Context: an optimization exercise on an open-source flow, tuned for small area and a short achievable clock period. The choices shown serve that exercise and are no tape-out recipe.
In this exercise RTL edits were held to simulation tests only and were not proved equivalent to the original.
Power and IR drop assume default switching activity.

## job 3270
==> flow/design.v <==
`timescale 1ns / 1ps
module ALM11_SOA(
    input clk,
    input [15:0] x,
    input [15:0] y,
    output [31:0] p
    );
    wire [2:0] cx, cy;
    wire [6:0] wx, wy;
    wire       nzx, nzy;
    NormCoarse NCx (.data_i(x), .k_o(cx), .win_o(wx), .nz_o(nzx));
    NormCoarse NCy (.data_i(y), .k_o(cy), .win_o(wy), .nz_o(nzy));
    reg [2:0] cx_r, cy_r;
    reg [6:0] wx_r, wy_r;
    reg       sign_r, nz_r;
    always @(posedge clk) begin
        cx_r   <= cx;
        cy_r   <= cy;
        wx_r   <= wx;
        wy_r   <= wy;
        sign_r <= x[15] ^ y[15];
        nz_r   <= nzx & nzy;
    end
    wire [3:0] kx, ky;
    wire [4:0] fx, fy;
    NormFine NFx (.k_i(cx_r), .win_i(wx_r), .k_o(kx), .f_o(fx));
    NormFine NFy (.k_i(cy_r), .win_i(wy_r), .k_o(ky), .f_o(fy));
    wire [8:0] L = {1'b0, kx, fx[4:1]} + {1'b0, ky, fy[4:1]} + {8'b0, fx[0] & fy[0]};
    wire       u = sign_r & nz_r;
    wire       v = ~sign_r & nz_r;
    wire [3:0] g = (L[3:0] ^ {4{sign_r}}) & {4{nz_r}};
    wire [21:0] qs = {u, u, u, v, g, {11{v}}, u, u, u} << L[5:4];
    wire [18:0] q = qs[21:3];    
    reg [2:0] kh_r;      
    reg [7:0] qh_r;      
    reg [2:0] ql_r;      
    reg       u_r, v_r;
    always @(posedge clk) begin
        kh_r <= L[8:6];
        qh_r <= q[18:11];
        ql_r <= q[2:0];
        u_r  <= u;
        v_r  <= v;
    end
    AntiLog anti_log (.kh_i(kh_r), .qh_i(qh_r), .ql_i(ql_r), .u_i(u_r), .v_i(v_r), .data_o(p));
endmodule
module NormCoarse(
    input  [15:0] data_i,
    output [2:0]  k_o,
    output [6:0]  win_o,
    output        nz_o
    );
    wire [15:0] b  = {1'b0, data_i[14:0] ^ {15{data_i[15]}}};
    wire        k3 = |b[15:8];
    wire        k2 = k3 ? |b[15:12] : |b[7:4];
    wire [3:0]  o1 = {|b[15:14], |b[11:10], |b[7:6], |b[3:2]};
    wire        k1 = o1[{k3, k2}];
    wire [15:0] b1 = k3 ? b  : {b[7:0], 8'b0};
    wire [15:0] b2 = k2 ? b1 : {b1[11:0], 4'b0};
    wire [15:0] b3 = k1 ? b2 : {b2[13:0], 2'b0};
    assign k_o   = {k3, k2, k1};
    assign win_o = b3[15:9];
    assign nz_o  = (|b) | data_i[15];
endmodule
module NormFine(
    input  [2:0] k_i,
    input  [6:0] win_i,
    output [3:0] k_o,
    output [4:0] f_o
    );
    wire z0 = ~win_i[6];
    assign k_o = {k_i, ~z0};
    assign f_o = z0 ? win_i[4:0] : win_i[5:1];
endmodule
module AntiLog(
    input  [2:0]  kh_i,
    input  [7:0]  qh_i,
    input  [2:0]  ql_i,
    input         u_i,
    input         v_i,
    output [31:0] data_o
    );
    wire [59:0] z = {{28{u_i}}, qh_i, {8{v_i}}, ql_i, {13{u_i}}};
    wire [87:0] t = {28'b0, z} << {kh_i, 2'b0};
    assign data_o = {u_i, u_i, t[57:28]};
endmodule
`timescale 1ns / 10ps
module mult_top(
    input clk,
    input  [15:0] x,
    input  [15:0] y,
    output [31:0] p_out
    );
    ALM11_SOA mult(.clk(clk), .x(x), .y(y), .p(p_out));
endmodule
export LEC_CHECK = 0
export CAP_MARGIN = 20
export CORE_MARGIN = 2
export CORE_UTILIZATION = 40
export SETUP_SLACK_MARGIN = 3.8
export SLEW_MARGIN = 20
export TNS_END_PERCENT = 5
create_clock -name core_clock -period 7.0 [get_ports {clk}]
standard.sh (not shown) runs the stock make flow with config.mk's settings and CLKGATE_MAP_FILE= SYNTH_SCRIPT=/design/flow/synth_recipe.tcl, a recipe that flattens the netlist after the stock synthesis.
==> flow/flow/run.sh <==
#!/bin/bash
# The standard ORFS layout (the standard.sh) with two changes:
#  - synthesis (synth.tcl: synth_recipe.tcl with only the ABC step replaced)
#    maps each pipeline stage's logic with its own ABC script and delay
#    target: abc_in.script for the logic from the inputs to the first
#    registers, abc_mid.script between registers, abc_out.script from the
#    registers to the outputs;
#  - the input and output port buffers are sky130_fd_sc_hd__buf_1 instead of
#    the cell buffer_ports picks by default (clkdlybuf4s50_1, a delay cell);
#    the resizer upsizes the ones on critical paths.
# All output goes to flow_make.log here; ORFS's own logs stay under orfs/logs.
set -euo pipefail
F="$(cd "$(dirname "${BASH_SOURCE[0]}")" && pwd)"
export CUSTOM_ABC_DIR="$F"
bash standard.sh "SYNTH_SCRIPT=$F/synth.tcl" \
  "BUFFER_PORTS_ARGS=-buffer_cell sky130_fd_sc_hd__buf_1" finish > flow_make.log 2>&1
==> flow/flow/abc_in.script <==
strash
dc2
dch -f
map -D 1400
topo
stime -c
buffer -c
upsize -c
dnsize -c
==> flow/flow/abc_mid.script <==
strash
dc2
dch -f
map -D 2500
topo
stime -c
buffer -c
upsize -c
dnsize -c
==> flow/flow/abc_out.script <==
strash
dc2
dch -f
map -D 600
topo
stime -c
buffer -c
upsize -c
dnsize -c
==> flow/flow/synth.tcl <==
# The standard synthesis script (synth_recipe.tcl) with one change: ABC maps
# the logic of each pipeline stage separately, with a delay target that suits
# the stage: the logic from the inputs to the first registers with
# $CUSTOM_ABC_DIR/abc_in.script, the logic from registers to the outputs with
# abc_out.script, and the logic between registers with abc_mid.script.
# Registers are mapped before ABC runs, so their names and cells are unchanged.
proc synth {args} { yosys synth -nofsm -noshare {*}$args }
proc abc {args} {
  set i [lsearch -exact $args -script]
  set dir $::env(CUSTOM_ABC_DIR)
  set ff sky130_fd_sc_hd__dfxtp_1
  set stop "${ff}\[D,Q,CLK\]"
  yosys select -set s_out o:* %ci*:-$stop o:* %d
  yosys select -set s_in i:* %co*:-$stop i:* %d
  lset args [expr { $i + 1 }] $dir/abc_out.script
  yosys abc {*}$args @s_out
  lset args [expr { $i + 1 }] $dir/abc_in.script
  yosys abc {*}$args @s_in
  lset args [expr { $i + 1 }] $dir/abc_mid.script
  yosys abc {*}$args
}
source $::env(SCRIPTS_DIR)/synth.tcl
# left out here: clear keep_hierarchy, flatten, clean up, hide names made inside functions, write 1_2_yosys.v
Job 3270 went all the way through synthesis, placement and routing and the layout is clean on timing, DRC and antenna.
Modified inputs, job 3542 compared to job 3270
Settings: SETUP_SLACK_MARGIN: 3.8 -> 4.0.
Going from job 3270 to job 3542, routed wire length shrinks by about 3%. Per the comparison of job 3542 with job 3270, total power of the final layout grew by about 0.33%, clock power share was more or less identical, leakage power rose by about 0.55%, first-pass GRT wire length decreased by 170 um relative to the old numbers.
Edits applied to the flow inputs when going from job 3542 to job 1570:
-- flow/flow/run.sh --
<<< job 3542, line 6
#    registers, abc_mid.script between registers, abc_out.script from the
#    registers to the outputs;
#  - the input and output port buffers are sky130_fd_sc_hd__buf_1 instead of
>>> job 1570, line 6
#    registers, abc_mid.script between registers, abc_out.script from the
#    registers to the outputs; adders are left to ABC too (no ADDER_MAP_FILE,
#    so no sky130 full-adder cells);
#  - the input and output port buffers are sky130_fd_sc_hd__buf_1 instead of
<<< job 3542, line 14
export CUSTOM_ABC_DIR="$F"
bash standard.sh "SYNTH_SCRIPT=$F/synth.tcl" \
  "BUFFER_PORTS_ARGS=-buffer_cell sky130_fd_sc_hd__buf_1" finish > flow_make.log 2>&1
>>> job 1570, line 15
export CUSTOM_ABC_DIR="$F"
bash standard.sh "SYNTH_SCRIPT=$F/synth.tcl" "ADDER_MAP_FILE=" \
  "BUFFER_PORTS_ARGS=-buffer_cell sky130_fd_sc_hd__buf_1" finish > flow_make.log 2>&1
Findings:
Job 1570 went all the way through the flow, and no timing, DRC or antenna check failed. [compare] base=job 3542 new=job 1570: non-filler instance count after layout went down by 5, global-route usage was more or less identical, number of non-clock buffers in the layout was more or less identical, die area went down by about 0.4%, cell area after synthesis went down by about 0.4%. On sequential power, job 1570 and job 3542 are basically level. Job 3542 vs job 1570, start point of the critical path: mult.kh_r[0] vs mult.kh_r[2].
The inputs of job 169 differ from those of job 1570 as listed below.
Settings: swapping 4.0 for 3.8 in SETUP_SLACK_MARGIN.
==> flow/flow/run.sh <==
#!/bin/bash
# The standard ORFS layout (the standard.sh) with two changes:
#  - synthesis maps the logic with ABC script flow/abc.script (synth.tcl is
#    synth_recipe.tcl with only the ABC script replaced);
#  - the input and output port buffers are sky130_fd_sc_hd__buf_1 instead of
#    the cell buffer_ports picks by default (clkdlybuf4s50_1, a delay cell);
#    the resizer upsizes the ones on critical paths.
# All output goes to flow_make.log here; ORFS's own logs stay under orfs/logs.
set -euo pipefail
F="$(cd "$(dirname "${BASH_SOURCE[0]}")" && pwd)"
export CUSTOM_ABC_SCRIPT="$F/abc.script"
bash standard.sh "SYNTH_SCRIPT=$F/synth.tcl" \
  "BUFFER_PORTS_ARGS=-buffer_cell sky130_fd_sc_hd__buf_1" finish > flow_make.log 2>&1
==> flow/flow/abc.script (new file) <==
strash
dc2
dch -f
map -D 1600
topo
stime -c
buffer -c
upsize -c
dnsize -c
==> flow/flow/synth.tcl <==
# The standard synthesis script (synth_recipe.tcl) with one change: ABC maps
# the logic with the script named by CUSTOM_ABC_SCRIPT instead of ORFS's.
proc synth {args} { yosys synth -nofsm -noshare {*}$args }
proc abc {args} {
  set i [lsearch -exact $args -script]
  if { $i >= 0 } { lset args [expr { $i + 1 }] $::env(CUSTOM_ABC_SCRIPT) }
  yosys abc {*}$args
}
source $::env(SCRIPTS_DIR)/synth.tcl
# left out here: clear keep_hierarchy, flatten, clean up, hide names made inside functions, write 1_2_yosys.v
removed: flow/flow/abc_in.script
removed: flow/flow/abc_mid.script
removed: flow/flow/abc_out.script
### Flow results
- The flow did not stop early for job 169: all stages ran, and the layout cleared the timing, DRC and antenna checks.
- Comparing job 1570 and job 169, minimum clock period after layout is higher on job 169.
- Vertical extent of the die essentially unchanged between job 169 and job 1570.
- | number of cells on the critical path | job 169 vs job 1570 | 1 higher |
- Compared with job 1570, in job 169 arithmetic-cell share of the synthesized area counting full adders, half adders and majority gates grew by 3.5 points, met3 capacity usage during global routing went up 0.17 points, number of iterations in the first detailed-routing pass fell 1.
- In the metrics for job 1570 and job 169, the one carrying the lower actual slew at the worst max-slew pin is job 1570.
- Instance count of the mapped netlist essentially unchanged between job 169 and job 1570.
- Average footprint of a synthesized cell: job 1570 vs job 169, no meaningful difference
Input changes introduced in job 9931 (baseline for comparison: job 169):
Settings: a change of SETUP_SLACK_MARGIN from 3.8 to 3.9.
==> flow/flow/run.sh <==
#!/bin/bash
# The standard ORFS layout (the standard.sh) with two changes:
#  - synthesis (synth.tcl: synth_recipe.tcl with only the ABC step replaced)
#    maps each pipeline stage's logic with its own ABC script and delay
#    target: abc_in.script for the logic from the inputs to the first
#    registers, abc_mid.script between registers, abc_out.script from the
#    registers to the outputs;
#  - the input and output port buffers are sky130_fd_sc_hd__buf_1 instead of
#    the cell buffer_ports picks by default (clkdlybuf4s50_1, a delay cell);
#    the resizer upsizes the ones on critical paths.
# All output goes to flow_make.log here; ORFS's own logs stay under orfs/logs.
set -euo pipefail
F="$(cd "$(dirname "${BASH_SOURCE[0]}")" && pwd)"
export CUSTOM_ABC_DIR="$F"
bash standard.sh "SYNTH_SCRIPT=$F/synth.tcl" \
  "BUFFER_PORTS_ARGS=-buffer_cell sky130_fd_sc_hd__buf_1" finish > flow_make.log 2>&1
==> flow/flow/abc_in.script (new file) <==
strash
dc2
dch -f
map -D 1400
topo
stime -c
buffer -c
upsize -c
dnsize -c
==> flow/flow/abc_mid.script (new file) <==
strash
dc2
dch -f
map -D 2500
topo
stime -c
buffer -c
upsize -c
dnsize -c
==> flow/flow/abc_out.script (new file) <==
strash
dc2
dch -f
map -D 600
topo
stime -c
buffer -c
upsize -c
dnsize -c
==> flow/flow/synth.tcl <==
# The standard synthesis script (synth_recipe.tcl) with one change: ABC maps
# the logic of each pipeline stage separately, with a delay target that suits
# the stage: the logic from the inputs to the first registers with
# $CUSTOM_ABC_DIR/abc_in.script, the logic from registers to the outputs with
# abc_out.script, and the logic between registers with abc_mid.script.
# Registers are mapped before ABC runs, so their names and cells are unchanged.
proc synth {args} { yosys synth -nofsm -noshare {*}$args }
proc abc {args} {
  set i [lsearch -exact $args -script]
  set dir $::env(CUSTOM_ABC_DIR)
  set ff sky130_fd_sc_hd__dfxtp_1
  set stop "${ff}\[D,Q,CLK\]"
  yosys select -set s_out o:* %ci*:-$stop o:* %d
  yosys select -set s_in i:* %co*:-$stop i:* %d
  lset args [expr { $i + 1 }] $dir/abc_out.script
  yosys abc {*}$args @s_out
  lset args [expr { $i + 1 }] $dir/abc_in.script
  yosys abc {*}$args @s_in
  lset args [expr { $i + 1 }] $dir/abc_mid.script
  yosys abc {*}$args
}
source $::env(SCRIPTS_DIR)/synth.tcl
# left out here: clear keep_hierarchy, flatten, clean up, hide names made inside functions, write 1_2_yosys.v
removed: flow/flow/abc.script
Job 9931 completed; timing, DRC and antenna clean
Total area of sequential cells essentially unchanged between job 9931 and job 169.
Compared with job 169, job 9931 shows cell area after synthesis that has gone up slightly.
Re post-synthesis to final-layout area growth: job 169 was higher than job 9931.
Looking at origin of the worst setup path, the mult.kh_r[0] result is from job 9931; the mult.kh_r[1] one comes from job 169.
Max simple-gate portion of the synthesized area across job 169 and job 9931: job 9931
In job 9931 relative to job 169, leakage power figure had gone up slightly.

Another version of the RTL of mult_top (not shown whole).
Size: ~430 cells after synthesis, about 35 flip-flops, roughly 65 I/O pins.
==> flow/config.mk <==
export PLATFORM = sky130hd
export DESIGN_NAME = mult_top
export DESIGN_NICKNAME = mult_top
export VERILOG_FILES = /design/flow/design.v
export SDC_FILE = /design/flow/constraint.sdc
export NUM_CORES = 4
export LEC_CHECK = 0
export CAP_MARGIN = 20
export CORE_MARGIN = 2
export CORE_UTILIZATION = 40
export SETUP_SLACK_MARGIN = 4
export SLEW_MARGIN = 20
==> flow/constraint.sdc <==
create_clock -name core_clock -period 7.0 [get_ports {clk}]
set_input_delay 1.4000 -clock core_clock [delete_from_list [all_inputs] [get_ports {clk}]]
set_output_delay 1.4000 -clock core_clock [all_outputs]
set_load 0.01 [all_outputs]
run.sh (not shown) runs the stock make flow with config.mk's settings and CLKGATE_MAP_FILE= SYNTH_SCRIPT=/design/flow/synth_recipe.tcl, a recipe that flattens the netlist after the stock synthesis.
Stock flow here: none of the scripts above is used.
Rerun with:
==> flow/flow/run.sh (new file) <==
#!/bin/bash
# The standard ORFS layout (the standard.sh) with one change: the input and
# output port buffers are sky130_fd_sc_hd__buf_2 instead of the cell buffer_ports
# picks by default (clkdlybuf4s50_1, a slow delay cell).
set -euo pipefail
bash standard.sh "BUFFER_PORTS_ARGS=-buffer_cell sky130_fd_sc_hd__buf_2" finish > flow_make.log 2>&1
==> flow/standard.sh (new file) <==
#!/bin/bash
# synth_recipe.tcl (not shown) runs the flow's synth.tcl, then flattens the netlist and writes it again
# the make line also repeats each setting of config.mk as NAME=value (left out here)
make -C /OpenROAD-flow-scripts/flow DESIGN_CONFIG=/design/flow/config.mk WORK_HOME=/design/flow/orfs CLKGATE_MAP_FILE= SYNTH_SCRIPT=/design/flow/synth_recipe.tcl "${@:-finish}"
--- a/flow/config.mk
+++ b/flow/config.mk
@@ -10,3 +10,3 @@
 export CORE_UTILIZATION = 40
-export SETUP_SLACK_MARGIN = 4
+export SETUP_SLACK_MARGIN = 3.3
 export SLEW_MARGIN = 20
removed: flow/run.sh
Critical path depth decreases by 1.
Final cell count decreases by 12%.
Worst hold slack gets better by 11 ps.
Cell area decreases by 26%.
Wire length decreases by 25%.
Via count decreases by about 13%.
Utilization decreases by 16 points.
Count of clock-buffer cells in the layout increases by 1.
Clock skew barely changes.
Register-to-register slack gets worse by 560 ps.
Clock power barely changes.
Rerun with:
==> flow/run.sh (new file) <==
#!/bin/bash
# synth_recipe.tcl (not shown) runs the flow's synth.tcl, then flattens the netlist and writes it again
# the make line also repeats each setting of config.mk as NAME=value (left out here)
make -C /OpenROAD-flow-scripts/flow DESIGN_CONFIG=/design/flow/config.mk WORK_HOME=/design/flow/orfs CLKGATE_MAP_FILE= SYNTH_SCRIPT=/design/flow/synth_recipe.tcl finish
--- a/flow/config.mk
+++ b/flow/config.mk
@@ -10,3 +10,2 @@
 export CORE_UTILIZATION = 40
-export SETUP_SLACK_MARGIN = 3.3
 export SLEW_MARGIN = 20
removed: flow/flow/run.sh
removed: flow/standard.sh
The new run ran to the end with no violations.
Sequential power fell slightly.
Final cell count is about the same.
Power rose by a little under a tenth.
Setup slack is worse by 880 ps.
Die area is unchanged.
Clock-buffer cell count fell by 1.
Non-clock buffer count stays the same.

re-timing with driven ports:
Ports are ideal in the flow. The routed layouts listed here were re-timed in OpenROAD. Step 1: set_driving_cell puts a clkbuf_16 on clk and a buf_2 on each other input, an assumption about the parent block. Step 2 times the ports against the registers' clock, not the clock port: input delays grow and output delays shrink by t, the midpoint of the rising clock arrivals with the driver on. a / b / c = no drivers / after step 1 / after step 2; a / b = the first two.
| run | t (ns) | slack for setup (ns) | worst data-port slew with drivers (ns) | cell pins on the clock port's net |
|---|---|---|---|---|
| job 3270 | 0.310 | 3.891 / 3.863 / 3.597 | 0.04 | 1 |
| job 3542 | 0.312 | 4.069 / 4.041 / 3.753 | 0.04 | 1 |
| job 1570 | 0.308 | 4.060 / 4.031 / 3.764 | 0.04 | 1 |
| job 169 | 0.309 | 3.882 / 3.855 / 3.621 | 0.03 | 1 |
| job 9931 | 0.310 | 4.030 / 4.002 / 3.728 | 0.04 | 1 |
| the first run of note 2 | 0.305 | 3.503 / 3.477 / 3.741 | 0.05 | 1 |
| the second run of note 2 | 0.303 | 3.416 / 3.390 / 3.161 | 0.03 | 1 |
| the third run of note 2 | 0.301 | 2.540 / 2.531 / 2.230 | 0.04 | 1 |
After both steps setup and hold are still met in every run listed. For job 3542, which loses most, drivers alone change the setup slack by -0.028 ns; drivers and shift together by -0.316 ns.
